This is an optimization exercise on Yosys and OpenROAD, whose aim is small area, not a production implementation.
At most, simulation tests tie the RTL to the original design; equivalence was not proved.
Power is estimated from default activity; no workload was simulated.

==> inputs of run a <==
Design tetris_top, start of the top module:
module tetris_top(
    input clk,  
    input reset_n,  
    input [3:0] usr_btn,
    input [3:0] usr_sw,
    output [3:0] usr_led,
    output VGA_HSYNC, VGA_VSYNC,
    output [3:0] VGA_RED, VGA_GREEN, VGA_BLUE
);
clock: 28.0 ns
lec_check: 0
cap_margin: 20
core_margin: 2
core_utilization: 45
place_density: 0.6
slew_margin: 20
run.sh (not shown) runs the stock make flow with config.mk's settings and CLKGATE_MAP_FILE= SYNTH_SCRIPT=/design/flow/synth_recipe.tcl, a recipe that flattens the netlist after the stock synthesis.
==> run b: changes against run a <==
Settings changed: ABC_AREA set to 1.
==> comparison <==
- Of run b and run a, run b has the higher clock power (gap about 3%, measured against run a).
- Against run a, the critical path depth of run b is higher by 6.
- Sequential power is about the same in run a and run b.
- Between run a and run b, the lower utilization is in run a (gap 0.096 points).
- In register-to-register slack, run b and run a hardly differ.
- Against run b, the final area of run a is smaller by about 0.3%.
- Against run a, the clock skew of run b is lower by 16 ps.
- In run a the cell count is lower than in run b, by 22%.
- Flip-flop and latch count is the same in run a and run b.
- Against run a, the count of clock-buffer cells in the layout of run b is higher by 14.
==> figures <==
| item | run b | run a |
|---|---|---|
| Sequential element share of the synthesized area | 42.17% | 42.29% |
| Share of post-route cells with drive strength above 1 | 4.489% | 12.22% |
| Leak | 33.27 nW | 28.88 nW |
| GR Layer Usage met3 | 5.934% | 5.614% |
| Met2 GRT Util | 46.05% | 41.80% |
| Area fraction in compound gates after synthesis | 19.85% | 15.34% |
| Length in cells of the worst reg-to-reg path | 25 | 19 |
| Startpoint of the worst-slack reg-to-reg timing path | P_piece[0] | P_piece[2] |
| Cell repeated most along the worst path | inv_1 | a21oi_1 |
| Area after detailed placement | 0.06900 sq mm | 0.06897 sq mm |
| Post-Synth Simple-Gate Area | 22.64% | 13.78% |
| Multi-input logic portion of the cell area | 43.88% | 47.56% |
| Status | finished clean | finished clean |
| Footprint of the flip-flops and latches | 0.02836 sq mm | 0.02836 sq mm |
| Post-layout power | 5.496 mW | 5.532 mW |
| Fin Clk Skew | 74.72 ps | 90.32 ps |
| Transition time of the tightest slew-check pin | 1144 ps | 1171 ps |
| Number of filler instances in the final layout | 14320 | 13200 |
| Overall Global Routing Usage | 29.33% | 26.52% |
| Launch point of the worst hold path | UUT.rand4[1] | vga_clk |
| Distinct cell type count of the synthesized netlist | 72 | 118 |

========
==> ember <==
Another version of the RTL of tetris_top (not shown whole).
==> flow/config.mk <==
export PLATFORM = sky130hd
export DESIGN_NAME = tetris_top
export DESIGN_NICKNAME = tetris_top
export VERILOG_FILES = /design/flow/design.v
export SDC_FILE = /design/flow/constraint.sdc
export NUM_CORES = 4
export LEC_CHECK = 0
export ABC_AREA = 1
export CAP_MARGIN = 20
export CORE_MARGIN = 2
export CORE_UTILIZATION = 45
export CTS_BUF_LIST = sky130_fd_sc_hd__clkbuf_16
export CTS_CLUSTER_DIAMETER = 90
export CTS_CLUSTER_SIZE = 20
export PLACE_DENSITY = 0.6
export SLEW_MARGIN = 20
==> flow/constraint.sdc <==
create_clock -name core_clock -period 28.0 [get_ports {clk}]
set_input_delay 5.6000 -clock core_clock [delete_from_list [all_inputs] [get_ports {clk}]]
set_output_delay 5.6000 -clock core_clock [all_outputs]
set_load 0.01 [all_outputs]
==> onyx (differences from ember) <==
--- a/flow/design.v
+++ b/flow/design.v
@@ -1333,13 +1333,13 @@
 parameter S_PIECE_LINE_CLEAR_GRAVITY = 13;
 parameter S_PIECE_LINE_CLEAR_GRAVITY_WIPE = 14;
 parameter S_PIECE_ARE = 15;
 wire [3:0] P_piece;
 reg [3:0] P_next_piece;
 reg ph_p, ph_n;
-always @(posedge clk) ph_p <= reset_n ? !ph_p : 1'b0;
+always @(posedge clk) ph_p <= !ph_p;
 always @(negedge clk) ph_n <= ph_p;
 wire ph = ph_p ^ ph_n;
 wire [3:0] rd_x = !ph ? bw[3:0] : (test_state != 0) ? test_x_off : line_x;
 wire [5:0] rd_y = !ph ? bh : (test_state != 0) ? test_y_off : line_y_scan;
 assign port2_data = board_rd(rd_x, rd_y, 6'd23);
 reg [2:0] line_rd;
==> flow/config.mk (replaced) <==
export PLATFORM = sky130hd
export DESIGN_NAME = tetris_top
export DESIGN_NICKNAME = tetris_top
export VERILOG_FILES = /design/flow/design.v
export SDC_FILE = /design/flow/constraint.sdc
export NUM_CORES = 4
export LEC_CHECK = 0
export CAP_MARGIN = 5
export CORE_MARGIN = 2
export CORE_UTILIZATION = 45
export CTS_BUF_LIST = sky130_fd_sc_hd__clkbuf_16
export CTS_CLUSTER_DIAMETER = 90
export CTS_CLUSTER_SIZE = 20
export PLACE_DENSITY = 0.6
export SLEW_MARGIN = 5
==> juniper (differences from ember) <==
--- a/flow/config.mk
+++ b/flow/config.mk
@@ -9,8 +9,9 @@
 export CAP_MARGIN = 20
 export CORE_MARGIN = 2
 export CORE_UTILIZATION = 45
 export CTS_BUF_LIST = sky130_fd_sc_hd__clkbuf_16
 export CTS_CLUSTER_DIAMETER = 90
 export CTS_CLUSTER_SIZE = 20
+export GPL_TIMING_DRIVEN = 0
 export PLACE_DENSITY = 0.6
 export SLEW_MARGIN = 20
==> willow (differences from ember) <==
--- a/flow/design.v
+++ b/flow/design.v
@@ -391,29 +391,79 @@
         rand5_latch <= rand5;
         rand4_latch <= rand4;
         rand3_latch <= rand3 - 1;
         rand2_latch <= rand2;
     end
 end
-reg [2:0] p6, p5, p4, p3, p2;
-reg [2:0] out_r;
+reg [6:0] pool7;
+reg [5:0] pool6;
+reg [4:0] pool5;
+reg [3:0] pool4;
+reg [2:0] pool3;
+reg [1:0] pool2;
+reg [6:0] out_bit;
 always @(*) begin
-    p6 = in_val - (in_val > rand7_latch);
-    p5 = p6 - (p6 > rand6_latch);
-    p4 = p5 - (p5 > rand5_latch);
-    p3 = p4 - (p4 > {1'b0, rand4_latch});
-    p2 = p3 - (p3 > {1'b0, rand3_latch});
-    if (in_val == rand7_latch) out_r = 1;
-    else if (p6 == rand6_latch) out_r = 2;
-    else if (p5 == rand5_latch) out_r = 3;
-    else if (p4 == {1'b0, rand4_latch}) out_r = 4;
-    else if (p3 == {1'b0, rand3_latch}) out_r = 5;
-    else if (p2 == {2'b0, rand2_latch}) out_r = 6;
-    else out_r = 7;
+    pool7 = 0; pool6 = 0; pool5 = 0; pool4 = 0; pool3 = 0; pool2 = 0;
+    case (in_val)
+        0: pool7 = 7'b0000001;
+        1: pool7 = 7'b0000010;
+        2: pool7 = 7'b0000100;
+        3: pool7 = 7'b0001000;
+        4: pool7 = 7'b0010000;
+        5: pool7 = 7'b0100000;
+        6: pool7 = 7'b1000000;
+    endcase
+    out_bit[0] = pool7[rand7_latch];
+    case (rand7_latch)
+        0: pool6 = pool7[6:1];
+        1: pool6 = {pool7[6:2], pool7[0]};
+        2: pool6 = {pool7[6:3], pool7[1:0]};
+        3: pool6 = {pool7[6:4], pool7[2:0]};
+        4: pool6 = {pool7[6:5], pool7[3:0]};
+        5: pool6 = {pool7[6], pool7[4:0]};
+        6: pool6 = pool7[5:0];
+    endcase
+    out_bit[1] = pool6[rand6_latch];
+    case (rand6_latch)
+        0: pool5 = pool6[5:1];
+        1: pool5 = {pool6[5:2], pool6[0]};
+        2: pool5 = {pool6[5:3], pool6[1:0]};
+        3: pool5 = {pool6[5:4], pool6[2:0]};
+        4: pool5 = {pool6[5], pool6[3:0]};
+        5: pool5 = pool6[4:0];
+    endcase
+    out_bit[2] = pool5[rand5_latch];
+    case (rand5_latch)
+        0: pool4 = pool5[4:1];
+        1: pool4 = {pool5[4:2], pool5[0]};
+        2: pool4 = {pool5[4:3], pool5[1:0]};
+        3: pool4 = {pool5[4], pool5[2:0]};
+        4: pool4 = pool5[3:0];
+    endcase
+    out_bit[3] = pool4[rand4_latch];
+    case (rand4_latch)
+        0: pool3 = pool4[3:1];
+        1: pool3 = {pool4[3:2], pool4[0]};
+        2: pool3 = {pool4[3], pool4[1:0]};
+        3: pool3 = pool4[2:0];
+    endcase
+    out_bit[4] = pool3[rand3_latch];
+    case (rand3_latch)
+        0: pool2 = pool3[2:1];
+        1: pool2 = {pool3[2], pool3[0]};
+        2: pool2 = pool3[1:0];
+    endcase
+    out_bit[5] = pool2[rand2_latch];
+    out_bit[6] = pool2[!rand2_latch];
 end
-assign out_val = out_r;
+assign out_val = out_bit[0] ? 1 :
+                 out_bit[1] ? 2 :
+                 out_bit[2] ? 3 :
+                 out_bit[3] ? 4 :
+                 out_bit[4] ? 5 :
+                 out_bit[5] ? 6 : 7;
 endmodule
 `timescale 1ns / 1ps
 module text_display(
     input clk,
     input ce,
     input reset,
@@ -920,34 +970,32 @@
           BOARD_I     = 3, BOARD_O = 4, BOARD_Z = 5,
           BOARD_S     = 6, BOARD_T = 7;
 parameter ROTATION_0 = 0, ROTATION_1 = 1,
           ROTATION_2 = 2, ROTATION_3 = 3;
 parameter Handling_DAS = 10, Handling_ARR = 2,
           Handling_ARE = 6;
-reg rn_neg;
-always @(negedge clk) rn_neg <= reset_n;
 reg [8:0] cnt_frame;  
 always @(posedge clk) begin
-    if (rn_neg == 1'b0) begin
+    if (reset_n == 1'b0) begin
         cnt_frame <= 0;
     end else if (cnt_frame == 9'd511) begin
         cnt_frame <= 0;
     end else begin
         cnt_frame <= cnt_frame + 1;
     end
 end
-wire clk_frame_pulse = rn_neg && cnt_frame == 9'd511;
+wire clk_frame_pulse = reset_n && cnt_frame == 9'd511;
 reg [7:0] restart_cnt;  
 reg prev_sw0;
 reg sw0_toggled;
 parameter S_INIT     = 0, S_MENU     = 1,
           S_GAMEPLAY = 2, S_GAMEOVER = 3;
 parameter GAMEOVER_WAIT_TIME = 180;  
 reg game_over;
 reg [1:0] P_next_main;  
-wire [1:0] P_main = rn_neg ? P_next_main : S_INIT;
+wire [1:0] P_main = reset_n ? P_next_main : S_INIT;
 always @(posedge clk) begin
     if (reset_n == 1'b0) begin
         prev_sw0 <= usr_sw[0];
         sw0_toggled <= 1'b0;
     end else if (clk_frame_pulse) begin
         if (prev_sw0 != usr_sw[0]) begin
@@ -1009,13 +1057,13 @@
         board[block_x][block_y] <= block_data;
     end
     if (block_write && block_x < 10 && block_y == 22) begin
         board22[block_x] <= (block_data == BOARD_I);
     end
 end
-always @(negedge clk) begin
+always @(posedge clk) begin
     if (reset_n == 1'b0) board_clr <= 1'b1;
     else if (block_write && block_x == 9 && block_y == 22) board_clr <= 1'b0;
 end
 function [2:0] board_rd;
     input [3:0] x;
     input [5:0] y;
@@ -1285,13 +1333,13 @@
 reg queue_clear;
 always @(*) begin
     for (kdx = 0; kdx < 13; kdx = kdx + 1) begin
         queue[kdx] = queue_q[kdx];
     end
     queue_length = queue_length_q;
-    if (rn_neg == 1'b0) begin
+    if (reset_n == 1'b0) begin
         queue_length = 0;
         for (kdx = 0; kdx < 13; kdx = kdx + 1) begin
             queue[kdx] = BOARD_EMPTY;
         end
     end else if (queue_clear) begin
         queue_length = 0;
@@ -1333,30 +1381,30 @@
 parameter S_PIECE_LINE_CLEAR_GRAVITY = 13;
 parameter S_PIECE_LINE_CLEAR_GRAVITY_WIPE = 14;
 parameter S_PIECE_ARE = 15;
 wire [3:0] P_piece;
 reg [3:0] P_next_piece;
 reg ph_p, ph_n;
-always @(posedge clk) ph_p <= reset_n ? !ph_p : 1'b0;
+always @(posedge clk) ph_p <= !ph_p;
 always @(negedge clk) ph_n <= ph_p;
 wire ph = ph_p ^ ph_n;
 wire [3:0] rd_x = !ph ? bw[3:0] : (test_state != 0) ? test_x_off : line_x;
 wire [5:0] rd_y = !ph ? bh : (test_state != 0) ? test_y_off : line_y_scan;
 assign port2_data = board_rd(rd_x, rd_y, 6'd23);
 reg [2:0] line_rd;
 always @(negedge clk) begin
     if (block_write && block_x < 10 && block_y < 23 && block_x == line_x && block_y == line_y_scan)
-        line_rd <= !reset_n ? BOARD_EMPTY : (block_y < 22) ? block_data : {1'b0, {2{block_data == BOARD_I}}};
+        line_rd <= (block_y < 22) ? block_data : {1'b0, {2{block_data == BOARD_I}}};
     else
-        line_rd <= !reset_n ? BOARD_EMPTY : port2_data;
+        line_rd <= port2_data;
 end
 wire [2:0] P_test;
 reg [2:0] P_next_test;
 reg [2:0] nP_next_test;
-assign P_piece = rn_neg ? P_next_piece : S_PIECE_COUNTDOWN;
-assign P_test = rn_neg ? P_next_test : 3'd0;
+assign P_piece = reset_n ? P_next_piece : S_PIECE_COUNTDOWN;
+assign P_test = reset_n ? P_next_test : 3'd0;
 always @(posedge clk) begin
     if (reset_n == 1'b0) begin
         P_next_piece <= S_PIECE_COUNTDOWN;
         P_next_test <= 0;
         nP_next_test <= 0;
         game_over <= 1'b0;
==> flow/config.mk (replaced) <==
export PLATFORM = sky130hd
export DESIGN_NAME = tetris_top
export DESIGN_NICKNAME = tetris_top
export VERILOG_FILES = /design/flow/design.v
export SDC_FILE = /design/flow/constraint.sdc
export NUM_CORES = 4
export LEC_CHECK = 0
export CAP_MARGIN = 5
export CORE_MARGIN = 2
export CORE_UTILIZATION = 45
export CTS_BUF_LIST = sky130_fd_sc_hd__clkbuf_8
export CTS_CLUSTER_DIAMETER = 70
export CTS_CLUSTER_SIZE = 14
export PLACE_DENSITY = 0.6
export SLEW_MARGIN = 5
==> summary of the runs <==
onyx completed and failed the layout checks on slew limit. juniper produced a clean layout. willow finished clean. ember passed the timing, DRC and antenna checks. Global-route usage: ember < onyx < willow < juniper. Between willow and onyx, the lower clock-buffer cell count is in onyx (gap 34). Sequential power is about the same in ember and onyx. Clock skew, lowest first: ember, onyx, juniper, willow. In juniper the combinational power is higher than in ember, by 22%. Hold slack: ember is worse than onyx (16 ps). Via count: ember < onyx < willow < juniper. The highest routed wire length belongs to juniper, the lowest to ember. Against onyx, the worst setup slack of willow is worse by 760 ps. In juniper the clock power is lower than in onyx, by 4.0%.
For willow, only the layout was checked, not whether the RTL still works.

========
==> job 7943 <==
tetris_top, a different RTL version from the one above (not shown whole).
Settings: LEC_CHECK=0, CAP_MARGIN=20, CORE_MARGIN=2, CORE_UTILIZATION=45, PLACE_DENSITY=0.6, SLEW_MARGIN=20; clock period 28.0 ns.
==> inputs of job 6541, as changes to job 7943 <==
Settings changed: CAP_MARGIN 20 to 5, CTS_BUF_LIST set to sky130_fd_sc_hd__clkbuf_8, SLEW_MARGIN 20 to 5.
==> comparison table <==
item	job 7943	job 6541
Result of the run	timing/DRC/antenna clean	timing/DRC/antenna clean
Combinational share of power	7.7%	8.1%
Total area of multi-input combinational cells	0.0270 mm2	0.0270 mm2
WP data required	28.59 ns	28.77 ns
Endpoint of the most critical register-to-register path	rgb_reg[4]$_SDFFE_PN0P_	rgb_reg[7]$_SDFFE_PN0P_
Net count reported at finish	5982	6043
Setup slack after layout	6.41 ns	6.35 ns
Total of clock buffers placed in the layout	139	178
R2r worst-path depth	18	17
Count of placed standard cells in the final layout, fillers left out	7500	7607
Power after layout	3.51 mW	3.36 mW
Non-clock buffer share	1.85%	1.80%
Post-Route Hold Slack	0.438 ns	0.439 ns
Detailed Routing Iterations Pass 1	6	8
Fraction of final layout cells with drive strength greater than 1	7.78%	8.57%
Data arrival at the endpoint of the critical path	22.18 ns	22.42 ns
Max IR drop VDD	0.0000542 V	0.0000441 V
Worst-path maximum fanout	40	25
Stages on worst setup path	18	17
First-iteration detailed-routing DRC count	5989	6498
Internal Pwr Total	2.61 mW	2.45 mW

========
==> 08-01 <==
tetris_top, a different RTL version from the one above (not shown whole).
Settings: LEC_CHECK=0, ABC_AREA=1, CAP_MARGIN=20, CORE_MARGIN=2, CORE_UTILIZATION=45, CTS_BUF_LIST=sky130_fd_sc_hd__clkbuf_16, CTS_CLUSTER_DIAMETER=90, CTS_CLUSTER_SIZE=20, PLACE_DENSITY=0.6, SLEW_MARGIN=20; clock period 28.0 ns.
==> inputs of 11-05, as changes to 08-01 <==
--- a/flow/design.v
+++ b/flow/design.v
@@ -1013,26 +1013,31 @@
     end
 end
 always @(negedge clk) begin
     if (reset_n == 1'b0) board_clr <= 1'b1;
     else if (block_write && block_x == 9 && block_y == 22) board_clr <= 1'b0;
 end
-function [2:0] or10;
-    input [29:0] c;
-    integer i;
+function [2:0] board_rd;
+    input [3:0] x;
+    input [5:0] y;
+    input [5:0] nrows;
+    integer i, j;
+    reg [2:0] row_v;
     begin
-        or10 = 3'd0;
-        for (i = 0; i < 10; i = i + 1) or10 = or10 | c[3*i +: 3];
-    end
-endfunction
-function [2:0] or23;
-    input [68:0] c;
-    integer i;
-    begin
-        or23 = 3'd0;
-        for (i = 0; i < 23; i = i + 1) or23 = or23 | c[3*i +: 3];
+        board_rd = BOARD_EMPTY;
+        for (j = 0; j < 23; j = j + 1) begin
+            row_v = BOARD_EMPTY;
+            for (i = 0; i < 10; i = i + 1)
+                if (j < 22)
+                    row_v = row_v | (board[i][j] & {3{x == i}});
+                else
+                    row_v = row_v | ({1'b0, board22[i], board22[i]} & {3{x == i}});
+            if (j < nrows)
+                board_rd = board_rd | (row_v & {3{y == j}});
+        end
+        board_rd = board_rd & {3{!board_clr}};
     end
 endfunction
 reg test_start;  
 reg test_busy;  
 wire [2:0] test_piece;
 assign test_piece = piece;
@@ -1333,35 +1338,13 @@
 reg ph_p, ph_n;
 always @(posedge clk) ph_p <= reset_n ? !ph_p : 1'b0;
 always @(negedge clk) ph_n <= ph_p;
 wire ph = ph_p ^ ph_n;
 wire [3:0] rd_x = !ph ? bw[3:0] : (test_state != 0) ? test_x_off : line_x;
 wire [5:0] rd_y = !ph ? bh : (test_state != 0) ? test_y_off : line_y_scan;
-wire [9:0] rd_col;
-wire [22:0] rd_row;
-wire [68:0] rd_rowv;
-genvar gi, gj;
-generate
-    for (gi = 0; gi < 10; gi = gi + 1) begin : g_rd_col
-        assign rd_col[gi] = (rd_x == gi);
-    end
-    for (gj = 0; gj < 23; gj = gj + 1) begin : g_rd_row
-        wire [29:0] cells;
-        assign rd_row[gj] = (rd_y == gj);
-        for (gi = 0; gi < 10; gi = gi + 1) begin : g_cell
-            if (gj < 22) begin : g_full
-                assign cells[3*gi +: 3] = board[gi][gj] & {3{rd_col[gi]}};
-            end
-            else begin : g_top
-                assign cells[3*gi +: 3] = {1'b0, board22[gi], board22[gi]} & {3{rd_col[gi]}};
-            end
-        end
-        assign rd_rowv[3*gj +: 3] = or10(cells) & {3{rd_row[gj]}};
-    end
-endgenerate
-assign port2_data = or23(rd_rowv) & {3{!board_clr}};
+assign port2_data = board_rd(rd_x, rd_y, 6'd23);
 reg [2:0] line_rd;
 always @(negedge clk) begin
     if (block_write && block_x < 10 && block_y < 23 && block_x == line_x && block_y == line_y_scan)
         line_rd <= !reset_n ? BOARD_EMPTY : (block_y < 22) ? block_data : {1'b0, {2{block_data == BOARD_I}}};
     else
         line_rd <= !reset_n ? BOARD_EMPTY : port2_data;
@@ -1826,23 +1809,21 @@
     wire [3:0] pdx = bw[3:0] - piece_x;
     wire [5:0] pdy = bh - piece_y;
     wire [5:0] gdy = bh - ghost_piece_y;
     function cell_match;
         input [3:0] dx;
         input [5:0] dy;
-        input [17:0] o;    
         begin
             cell_match = (dx == 4'd0 && dy == 6'd0) ||
-                         (dx == {o[17], o[17:15]} && dy == {{3{o[14]}}, o[14:12]}) ||
-                         (dx == {o[11], o[11:9]}  && dy == {{3{o[8]}},  o[8:6]})   ||
-                         (dx == {o[5], o[5:3]}    && dy == {{3{o[2]}},  o[2:0]});
+                         (dx == {off_x0[2], off_x0} && dy == {{3{off_y0[2]}}, off_y0}) ||
+                         (dx == {off_x1[2], off_x1} && dy == {{3{off_y1[2]}}, off_y1}) ||
+                         (dx == {off_x2[2], off_x2} && dy == {{3{off_y2[2]}}, off_y2});
         end
     endfunction
-    wire [17:0] piece_offs = {off_x0, off_y0, off_x1, off_y1, off_x2, off_y2};
-    wire piece_cell = cell_match(pdx, pdy, piece_offs);
-    wire ghost_cell = cell_match(pdx, gdy, piece_offs);
+    wire piece_cell = cell_match(pdx, pdy);
+    wire ghost_cell = cell_match(pdx, gdy);
     wire index_is_piece = piece_cell && (P_piece == S_PIECE_DROP);
     wire ghost_piece_render = ghost_cell && (P_piece == S_PIECE_DROP);
     wire render_fwd = block_write && block_x < 10 && block_y < 23 && block_x == bw[3:0] && block_y == bh && !board_clr;
     wire [2:0] index_item = render_fwd ? ((block_y < 22) ? block_data : {1'b0, {2{block_data == BOARD_I}}}) : port2_data;
     wire [9:0] hn = 10'd240 - h;
     wire [5:0] hj = hn[9:4];
- CORE_UTILIZATION: 45 -> 60
- PLACE_DENSITY: 0.6 -> 0.7
==> results.txt <==
- In 11-05 the total power is higher than in 08-01, by 3.3%.
- Non-clock buffer count: 11-05 is higher than 08-01 (16).
- Between 08-01 and 11-05, the lower combinational power is in 08-01 (gap 17%, measured against 11-05).
- Die area: 11-05 is smaller than 08-01 (about 25%).
- Against 08-01, the setup slack of 11-05 is worse by 0.17 ns.
- Worst hold slack: 08-01 is lower than 11-05 (0.0056 ns).
- Between 08-01 and 11-05, the lower first-iteration DRC count is in 11-05 (gap about 0.4%, measured against 11-05).
- Synthesized cell count: 08-01 is higher than 11-05 (0.87%).
- In 08-01 the register-to-register slack is higher than in 11-05, by 0.17 ns.
- Utilization: 11-05 is higher than 08-01 (16 points).
